What follows belongs to an exercise in optimizing a design on an open flow for small area and a short achievable clock period; a production flow would make more cautious choices. RTL that was checked went through simulation tests only; none was proved equivalent to the original. No driver is modelled on the clock port, so clock power and skew are understated where the tree is cut down; a real chip needs a root buffer or a tree.

## main
// image_filter_top
module image_filter_top (
    input        clk,
    input        rst,
    input  [7:0] pixel_in,
    input        valid_in,
    output [7:0] pixel_out,
    output       valid_out
);
==> flow/config.mk <==
export PLATFORM = sky130hd
export DESIGN_NAME = image_filter_top
export DESIGN_NICKNAME = image_filter_top
export VERILOG_FILES = /design/flow/design.v
export SDC_FILE = /design/flow/constraint.sdc
export NUM_CORES = 4
export LEC_CHECK = 0
export ABC_AREA = 1
export ABC_CLOCK_PERIOD_IN_PS = 10000
export CAP_MARGIN = 20
export CORE_MARGIN = 2
export CORE_UTILIZATION = 40
export SLEW_MARGIN = 20
==> flow/constraint.sdc <==
create_clock -name core_clock -period 24.0 [get_ports {clk}]
set_input_delay 4.8000 -clock core_clock [delete_from_list [all_inputs] [get_ports {clk}]]
set_output_delay 4.8000 -clock core_clock [all_outputs]
set_load 0.01 [all_outputs]
standard.sh (not shown) runs the stock make flow with config.mk's settings and CLKGATE_MAP_FILE= SYNTH_SCRIPT=/design/flow/synth_recipe.tcl, a recipe that flattens the netlist after the stock synthesis.
==> flow/flow/run.sh <==
#!/bin/bash
# The standard layout (standard.sh), with these changes to how it is made:
#  - logic mapping: ABC runs an area-oriented script (flow/abc_area.script,
#    selected by ABC_AREA=1 in config.mk) instead of ORFS's own, and half
#    adder cells are not used (they are marked don't-use), which leaves that
#    logic to ABC. Neither touches the registers, so they and their names
#    are those of the standard synthesis.
#  - port buffers: buffer_ports uses buf_2 instead of the clock delay buffer
#    it picks by default.
#  - clock tree: instead of TritonCTS's three-level tree, a two-level one
#    (flow/clocktree.tcl): the clock port drives two clkbuf_16, which drive
#    twelve clkbuf_16, each at the centre of a cluster of flip-flops. Every
#    flip-flop is two buffers away from the port. The rest of the CTS step
#    (legalising, repair) is ORFS's.
#  - timing repair: repair_timing works on every path slower than 5.75 ns
#    (a setup slack margin of 18.25 ns at the 24 ns clock), not only on
#    failing ones; the clock and constraints are unchanged.
# Every tool's output goes to the ORFS logs under orfs/logs and to
# standard.log here.
set -euo pipefail
here=$(pwd)
rm -rf scripts
cp -r "$FLOW_HOME/scripts" scripts
cp flow/abc_area.script scripts/abc_area.script
grep -q '^log_cmd clock_tree_synthesis {\*}\$cts_args$' scripts/cts.tcl
sed -i 's|^log_cmd clock_tree_synthesis {\*}\$cts_args$|source $::env(CLOCK_TREE_TCL)\nbuild_clock_tree2 2 12 sky130_fd_sc_hd__clkbuf_16\nset_propagated_clock [all_clocks]|' scripts/cts.tcl
export CLOCK_TREE_TCL="$here/flow/clocktree.tcl"
export SCRIPTS_DIR="$here/scripts"
export DONT_USE_CELLS="sky130_fd_sc_hd__ha_1 sky130_fd_sc_hd__ha_2 sky130_fd_sc_hd__ha_4"
export BUFFER_PORTS_ARGS="-buffer_cell sky130_fd_sc_hd__buf_2"
export SETUP_SLACK_MARGIN=18.25
bash standard.sh > standard.log 2>&1
Other scripts of this flow, unchanged in this note and not shown: flow/flow/abc_area.script, flow/flow/clocktree.tcl
In summary, main completed successfully, with a layout that passed the timing, design-rule and antenna checks.
Relative to main, the following input files were edited for the feature branch:
diff --git a/flow/flow/run.sh b/flow/flow/run.sh
--- a/flow/flow/run.sh
+++ b/flow/flow/run.sh
@@ -14,4 +14,4 @@
 #    (legalising, repair) is ORFS's.
-#  - timing repair: repair_timing works on every path slower than 5.75 ns
-#    (a setup slack margin of 18.25 ns at the 24 ns clock), not only on
+#  - timing repair: repair_timing works on every path slower than 5.6 ns
+#    (a setup slack margin of 18.4 ns at the 24 ns clock), not only on
 #    failing ones; the clock and constraints are unchanged.
@@ -30,3 +30,3 @@
 export BUFFER_PORTS_ARGS="-buffer_cell sky130_fd_sc_hd__buf_2"
-export SETUP_SLACK_MARGIN=18.25
+export SETUP_SLACK_MARGIN=18.4
 bash standard.sh > standard.log 2>&1
Notes after the runs:
Comparing main and the feature branch, share of the final layout cell area in sequential cells is lower on the feature branch.
Global-route usage is higher on the feature branch
Delta (the feature branch minus main): violation count after the first detailed-route iteration increased by about 8% relative to the old numbers; synthesis-to-finish area growth up 0.96 points.
No run of this note takes its clock network from TritonCTS; it comes from the design's own scripts or RTL.

## old
Another version of the RTL of image_filter_top (not shown whole).
Size in the first run: about 840 cells after synthesis, about 220 flip-flops, roughly 20 I/O pins.
Settings: LEC_CHECK=0, CAP_MARGIN=20, CORE_MARGIN=2, CORE_UTILIZATION=40, CTS_CLUSTER_DIAMETER=70, CTS_CLUSTER_SIZE=28, SLEW_MARGIN=20; clock period 24.0 ns.
==> flow/flow/run.sh <==
#!/bin/bash
# The standard layout, with port buffers of a faster cell than the one
# buffer_ports picks by default (a clock delay buffer).
set -euo pipefail
export BUFFER_PORTS_ARGS="-buffer_cell sky130_fd_sc_hd__buf_2"
bash standard.sh > standard.log 2>&1
Both conditions hold for old: the flow ran to the end and the final layout passed the timing, design-rule and antenna checks.
Relative to old, the following input files were edited for new:
Settings: CTS_CLUSTER_SIZE now 25, was 28; CTS_CLUSTER_DIAMETER now 80, was 70.
Relative to old, share of final-layout standard cells stronger than drive strength 1 decreased by 0.33 points in new. Final critical path time including I/O delays and setup: new vs old down 9.1 ps. new has transition time at the pin with the least slew margin below what old had. The final cell count on old is in line with that on new. Comparing new and old, the lower count of clock-buffer cells in the layout was measured on old. In the metrics for new and old, the one carrying the lower post-route worst setup slack is old. Status: detailed-route via count parity (new, old). Reported for new and old, total of hold buffers inserted after clock tree synthesis turned out identical to the last digit. Final clock period utilization by the worst path delta (new -> old): insignificant.
Function was not checked in any run of this note: the RTL went through the layout flow alone.

== rev 12 ==
image_filter_top, a different RTL version from the one above (not shown whole).
Size in the first run: roughly 9900 sq um of cells after synthesis.
clock: 24.0 ns
lec_check: 0
abc_area: 1
abc_clock_period_in_ps: 10000
cap_margin: 20
core_margin: 2
core_utilization: 60
slew_margin: 20
==> flow/flow/run.sh <==
#!/bin/bash
# The standard layout (standard.sh), with these changes to how it is made:
#  - synthesis: the design's fa_cell modules (one full adder each) are kept
#    whole through synthesis and then mapped to the platform's full adder
#    cell (flow/fa_map.v), so no inverters are left around them; Yosys's own
#    adder extraction finds only full adders (extract_fa -fa); and ABC runs
#    an area-oriented script (flow/abc_area.script, selected by ABC_AREA=1
#    in config.mk). None of this touches the registers, so they and their
#    names are those of the standard synthesis.
#  - port buffers: buffer_ports uses buf_2 instead of the clock delay buffer
#    it picks by default.
#  - clock tree: instead of TritonCTS's three-level tree, a two-level one
#    (flow/clocktree.tcl): the clock port drives one clkbuf_16, which drives
#    ten clkbuf_16, each at the centre of a cluster of flip-flops. Every
#    flip-flop is two buffers away from the port. The rest of the CTS step
#    (legalising, repair) is ORFS's.
#  - timing repair: repair_timing works on every path slower than 5.55 ns
#    (a setup slack margin of 18.45 ns at the 24 ns clock), not only on
#    failing ones; the clock and constraints are unchanged.
# Every tool's output goes to the ORFS logs under orfs/logs and to
# standard.log here.
set -euo pipefail
here=$(pwd)
rm -rf scripts
cp -r "$FLOW_HOME/scripts" scripts
cp flow/abc_area.script scripts/abc_area.script
python3 - scripts/synth.tcl <<'PY'
import sys
f = sys.argv[1]
s = open(f).read()
def swap(old, new):
    global s
    assert s.count(old) == 1, old
    s = s.replace(old, new)
swap("hierarchy -check -top $::env(DESIGN_NAME)\n",
     "hierarchy -check -top $::env(DESIGN_NAME)\nsetattr -mod -set keep_hierarchy 1 fa_cell\n")
swap("  extract_fa {*}[dont_use_extract_fa_args]\n", "  extract_fa -fa\n")
swap("  log_cmd abc {*}$abc_args\n",
     "  techmap -map $::env(FA_CELL_MAP)\n  hierarchy -top $::env(DESIGN_NAME)\n  log_cmd abc {*}$abc_args\n")
open(f, "w").write(s)
PY
python3 - scripts/cts.tcl <<'PY'
import sys
f = sys.argv[1]
s = open(f).read()
old = "log_cmd clock_tree_synthesis {*}$cts_args\n"
assert s.count(old) == 1
s = s.replace(old, "source $::env(CLOCK_TREE_TCL)\nbuild_clock_tree2 1 10 sky130_fd_sc_hd__clkbuf_16\nset_propagated_clock [all_clocks]\n")
open(f, "w").write(s)
PY
export FA_CELL_MAP="$here/flow/fa_map.v"
export CLOCK_TREE_TCL="$here/flow/clocktree.tcl"
export SCRIPTS_DIR="$here/scripts"
export BUFFER_PORTS_ARGS="-buffer_cell sky130_fd_sc_hd__buf_2"
export SETUP_SLACK_MARGIN=18.45
bash standard.sh > standard.log 2>&1
Other scripts of this flow, unchanged in this note and not shown: flow/flow/abc_area.script, flow/flow/clocktree.tcl, flow/flow/fa_map.v
diff inputs: rev 12 => rev 13
-- flow/flow/run.sh --
<<< rev 12, line 11
#    it picks by default.
#  - clock tree: instead of TritonCTS's three-level tree, a two-level one
#    (flow/clocktree.tcl): the clock port drives one clkbuf_16, which drives
#    ten clkbuf_16, each at the centre of a cluster of flip-flops. Every
#    flip-flop is two buffers away from the port. The rest of the CTS step
#    (legalising, repair) is ORFS's.
>>> rev 13, line 11
#    it picks by default.
#  - clock tree: instead of TritonCTS's three-level tree, a two-level one
#    (flow/clocktree.tcl): the clock port drives two clkbuf_16, which drive
#    twelve clkbuf_16, each at the centre of a cluster of flip-flops. Every
#    flip-flop is two buffers away from the port. The rest of the CTS step
#    (legalising, repair) is ORFS's.
<<< rev 12, line 46
old = "log_cmd clock_tree_synthesis {*}$cts_args\n"
assert s.count(old) == 1
s = s.replace(old, "source $::env(CLOCK_TREE_TCL)\nbuild_clock_tree2 1 10 sky130_fd_sc_hd__clkbuf_16\nset_propagated_clock [all_clocks]\n")
open(f, "w").write(s)
PY
>>> rev 13, line 46
old = "log_cmd clock_tree_synthesis {*}$cts_args\n"
assert s.count(old) == 1
s = s.replace(old, "source $::env(CLOCK_TREE_TCL)\nbuild_clock_tree2 2 12 sky130_fd_sc_hd__clkbuf_16\nset_propagated_clock [all_clocks]\n")
open(f, "w").write(s)
PY
## What came out
Each of the runs, namely rev 12 and rev 13, reached the end of the flow and came out clean.
Going from rev 12 to rev 13, met1 layer wirelength in the final routing increased by about 1.6% relative to the old numbers, number of buffers and inverters on the critical path closely matched the old numbers, first-pass detailed-route iteration total decreased by 1 relative to the old numbers.
Cmp rev 12 and rev 13 / multi-input gate share of the layout cell area / higher: rev 12
The hold slack of rev 12 and that of rev 13 are within noise of each other.
No run of this note takes its clock network from TritonCTS; it comes from the design's own scripts or RTL.

The RTL this note starts from:
==> flow/design.v <==
module median9_window (
    input            clk,
    input            rst,
    input            shift,
    input      [7:0] pixel_in,
    output     [7:0] median        
);
    reg  [7:0] p [0:8];
    reg        t [0:7][0:7];       
    wire [7:0] gt;                 
    wire [7:0] prec [0:8];       
    wire [8:0] sel;
    genvar a, b;
    generate
        for (a = 0; a < 8; a = a + 1) begin : g_cmp
            greater8 u_gt (.x(p[a]), .y_n(~p[8]), .gt(gt[a]));
        end
        for (b = 0; b < 9; b = b + 1) begin : g_rank
            for (a = 0; a < 8; a = a + 1) begin : g_other
                if (a < b) begin : g_older
                    if (b == 8) begin : g_new
                        assign prec[b][a] = ~gt[a];
                    end else begin : g_old
                        assign prec[b][a] = ~t[a][b];
                    end
                end else begin : g_newer
                    if (a + 1 == 8) begin : g_new
                        assign prec[b][a] = gt[b];
                    end else begin : g_old
                        assign prec[b][a] = t[b][a+1];
                    end
                end
            end
            exactly4of8 u_rank (.x(prec[b]), .y(sel[b]));
        end
    endgenerate
    assign median = ({8{sel[0]}} & p[0]) | ({8{sel[1]}} & p[1]) | ({8{sel[2]}} & p[2])
                  | ({8{sel[3]}} & p[3]) | ({8{sel[4]}} & p[4]) | ({8{sel[5]}} & p[5])
                  | ({8{sel[6]}} & p[6]) | ({8{sel[7]}} & p[7]) | ({8{sel[8]}} & p[8]);
    integer i, j;
    always @(posedge clk or posedge rst) begin
        if (rst) begin
            for (i = 0; i < 9; i = i + 1)
                p[i] <= 8'd0;
            for (i = 0; i < 8; i = i + 1)
                for (j = 0; j < 8; j = j + 1)
                    t[i][j] <= 1'b0;
        end else if (shift) begin
            for (i = 0; i < 8; i = i + 1)
                p[i] <= p[i+1];
            p[8] <= pixel_in;
            for (i = 0; i < 7; i = i + 1) begin
                for (j = i + 1; j < 7; j = j + 1)
                    t[i][j] <= t[i+1][j+1];
                t[i][7] <= gt[i+1];
            end
        end
    end
endmodule
module greater8 (
    input  [7:0] x,
    input  [7:0] y_n,
    output       gt
);
    wire [8:0] c;
    assign c[0] = 1'b0;
    genvar k;
    generate
        for (k = 0; k < 8; k = k + 1) begin : g_bit
            assign c[k+1] = (x[k] & y_n[k]) | (c[k] & (x[k] | y_n[k]));
        end
    endgenerate
    assign gt = c[8];
endmodule
module exactly4of8 (
    input  [7:0] x,
    output       y
);
    wire s0 = x[0] ^ x[1] ^ x[2];
    wire c0 = (x[0] & x[1]) | (x[2] & (x[0] ^ x[1]));
    wire s1 = x[3] ^ x[4] ^ x[5];
    wire c1 = (x[3] & x[4]) | (x[5] & (x[3] ^ x[4]));
    wire s2 = x[6] ^ x[7];
    wire c2 = x[6] & x[7];
    wire s3 = s0 ^ s1 ^ s2;
    wire c3 = (s0 & s1) | (s2 & (s0 ^ s1));
    wire two = ((c0 ^ c1) & (c2 ^ c3)) | (c0 & c1 & ~c2 & ~c3) | (~c0 & ~c1 & c2 & c3);
    assign y = ~s3 & two;
endmodule
module sobel_mag (
    input         clk,
    input  [71:0] w,       
    output [7:0]  mag
);
    wire [7:0] w0 = w[0 +: 8], w1 = w[8 +: 8], w2 = w[16 +: 8];
    wire [7:0] w3 = w[24 +: 8], w5 = w[40 +: 8];
    wire [7:0] w6 = w[48 +: 8], w7 = w[56 +: 8], w8 = w[64 +: 8];
    wire [7:0] s17, s26, s53, s80;
    wire       c17, c26, c53, c80;
    rca #(8) u17 (.a(w1), .b(~w7), .cin(1'b1), .s(s17), .cout(c17));
    rca #(8) u26 (.a(w2), .b(~w6), .cin(1'b1), .s(s26), .cout(c26));
    rca #(8) u53 (.a(w5), .b(~w3), .cin(1'b1), .s(s53), .cout(c53));
    rca #(8) u80 (.a(w8), .b(~w0), .cin(1'b1), .s(s80), .cout(c80));
    wire [8:0] d17 = {~c17, s17}, d26 = {~c26, s26};
    wire [8:0] d53 = {~c53, s53}, d80 = {~c80, s80};
    wire [9:0]  e, f;
    wire        ce, cf;
    rca #(10) ue (.a({d53[8], d53}), .b({d26[8], d26}), .cin(1'b0), .s(e), .cout(ce));
    rca #(10) uf (.a({d53[8], d53}), .b({d80[8], d80}), .cin(1'b0), .s(f), .cout(cf));
    wire [10:0] sa, sb;
    wire        ca, cb;
    rca #(11) ua (.a({e[9], e}), .b({{2{d17[8]}}, d17}), .cin(1'b0), .s(sa), .cout(ca));
    rca #(11) ub (.a({f[9], f}), .b(~{{2{d17[8]}}, d17}), .cin(1'b1), .s(sb), .cout(cb));
    reg [10:0] da, db;
    always @(posedge clk) begin
        da <= sa;
        db <= sb;
    end
    wire neg_a = da[10], neg_b = db[10];
    wire big_a = ~((da[10:7] == 4'b0000) | ((da[10:7] == 4'b1111) & (da[6:0] != 7'd0)));
    wire big_b = ~((db[10:7] == 4'b0000) | ((db[10:7] == 4'b1111) & (db[6:0] != 7'd0)));
    wire [6:0] a1 = da[6:0] ^ {7{neg_a}};
    wire [6:0] b1 = db[6:0] ^ {7{neg_b}};
    wire [6:0] cmp_s;
    wire       pick_a;
    rca #(7) uc (.a(a1), .b(~b1), .cin(~(neg_b & ~neg_a)), .s(cmp_s), .cout(pick_a));
    wire [6:0] mx1 = pick_a ? a1 : b1;
    wire       inc = pick_a ? neg_a : neg_b;
    wire [7:0] mx;
    rca #(7) ui (.a(mx1), .b(7'd0), .cin(inc), .s(mx[6:0]), .cout(mx[7]));
    reg [7:0] mag_q;
    always @(posedge clk)
        mag_q <= (big_a | big_b) ? 8'd255 : {mx[6:0], 1'b0};
    assign mag = mag_q;
endmodule
module rca #(parameter N = 8) (
    input  [N-1:0] a,
    input  [N-1:0] b,
    input          cin,
    output [N-1:0] s,
    output         cout
);
    wire [N:0] c;
    assign c[0] = cin;
    genvar k;
    generate
        for (k = 0; k < N; k = k + 1) begin : g_bit
            assign s[k]   = a[k] ^ b[k] ^ c[k];
            assign c[k+1] = (a[k] & b[k]) | (c[k] & (a[k] ^ b[k]));
        end
    endgenerate
    assign cout = c[N];
endmodule
module image_filter_top (
    input        clk,
    input        rst,
    input  [7:0] pixel_in,
    input        valid_in,
    output [7:0] pixel_out,
    output       valid_out
);
    wire [7:0] med;
    reg  [7:0] m [0:8];
    reg        v1, v2;
    median9_window u_median (
        .clk(clk), .rst(rst), .shift(valid_in), .pixel_in(pixel_in), .median(med)
    );
    sobel_mag u_sobel (
        .clk(clk),
        .w({m[8], m[7], m[6], m[5], m[4], m[3], m[2], m[1], m[0]}),
        .mag(pixel_out)
    );
    integer i;
    always @(posedge clk or posedge rst) begin
        if (rst) begin
            for (i = 0; i < 9; i = i + 1)
                m[i] <= 8'd0;
            v1 <= 1'b0;
            v2 <= 1'b0;
        end else begin
            if (valid_in) begin
                for (i = 0; i < 8; i = i + 1)
                    m[i] <= m[i+1];
                m[8] <= med;
            end
            v1 <= valid_in;
            v2 <= v1;
        end
    end
    assign valid_out = v2;
endmodule
==> flow/config.mk <==
export PLATFORM = sky130hd
export DESIGN_NAME = image_filter_top
export DESIGN_NICKNAME = image_filter_top
export VERILOG_FILES = /design/flow/design.v
export SDC_FILE = /design/flow/constraint.sdc
export NUM_CORES = 4
export LEC_CHECK = 0
export CAP_MARGIN = 50
export CORE_MARGIN = 2
export CORE_UTILIZATION = 40
export SLEW_MARGIN = 70
==> flow/constraint.sdc <==
create_clock -name core_clock -period 24.0 [get_ports {clk}]
set_input_delay 4.8000 -clock core_clock [delete_from_list [all_inputs] [get_ports {clk}]]
set_output_delay 4.8000 -clock core_clock [all_outputs]
set_load 0.01 [all_outputs]
run.sh (not shown) runs the stock make flow with config.mk's settings and CLKGATE_MAP_FILE= SYNTH_SCRIPT=/design/flow/synth_recipe.tcl, a recipe that flattens the netlist after the stock synthesis.
Stock flow here: none of the scripts above is used.
Next try:
Settings changed: CAP_MARGIN 50 to 20, SLEW_MARGIN 70 to 20.
- area after synthesis is unchanged
- design area decreases by a few percent
- via count is about the same
- fmax decreases by a few percent
- sequential share of layout area increases by 0.81 points
- global-route usage is about the same
- synthesized cell count stays the same
- final cell count decreases slightly

what the ideal ports hide:
How much do the figures lean on ideal ports? The routed layouts below were timed once more, with nothing changed but the port constraints. Step 1 assumes that a clkbuf_16 drives the clock port and a buf_2 every other input. Step 2, shift: input delay + t, output delay - t, t = (earliest + latest rising clock arrival at the registers) / 2. This alone moves slack from input paths to output paths. a / b / c = ideal ports / drivers / drivers and shift; a / b = the first two.
run	t, ns	setup slack, ns	worst setup path at the end
main	0.398	18.335 / 18.271 / 17.970	input to register
the feature branch	0.400	18.335 / 18.270 / 18.065	input to register
old	0.536	17.552 / 17.552 / 17.552	register to register
new	0.528	17.561 / 17.561 / 17.561	register to register
rev 12	0.436	18.372 / 18.330 / 18.094	input to register
rev 13	0.388	18.431 / 18.377 / 18.049	input to register
the first run of note 4	0.550	17.781 / 17.777 / 17.227	input to register
the second run of note 4	0.544	17.416 / 17.428 / 16.885	input to register
After both steps every run listed still meets setup and hold. The setup slack of the first run of note 4, which loses most, moves by -0.004 ns with the drivers and by -0.554 ns with both steps.
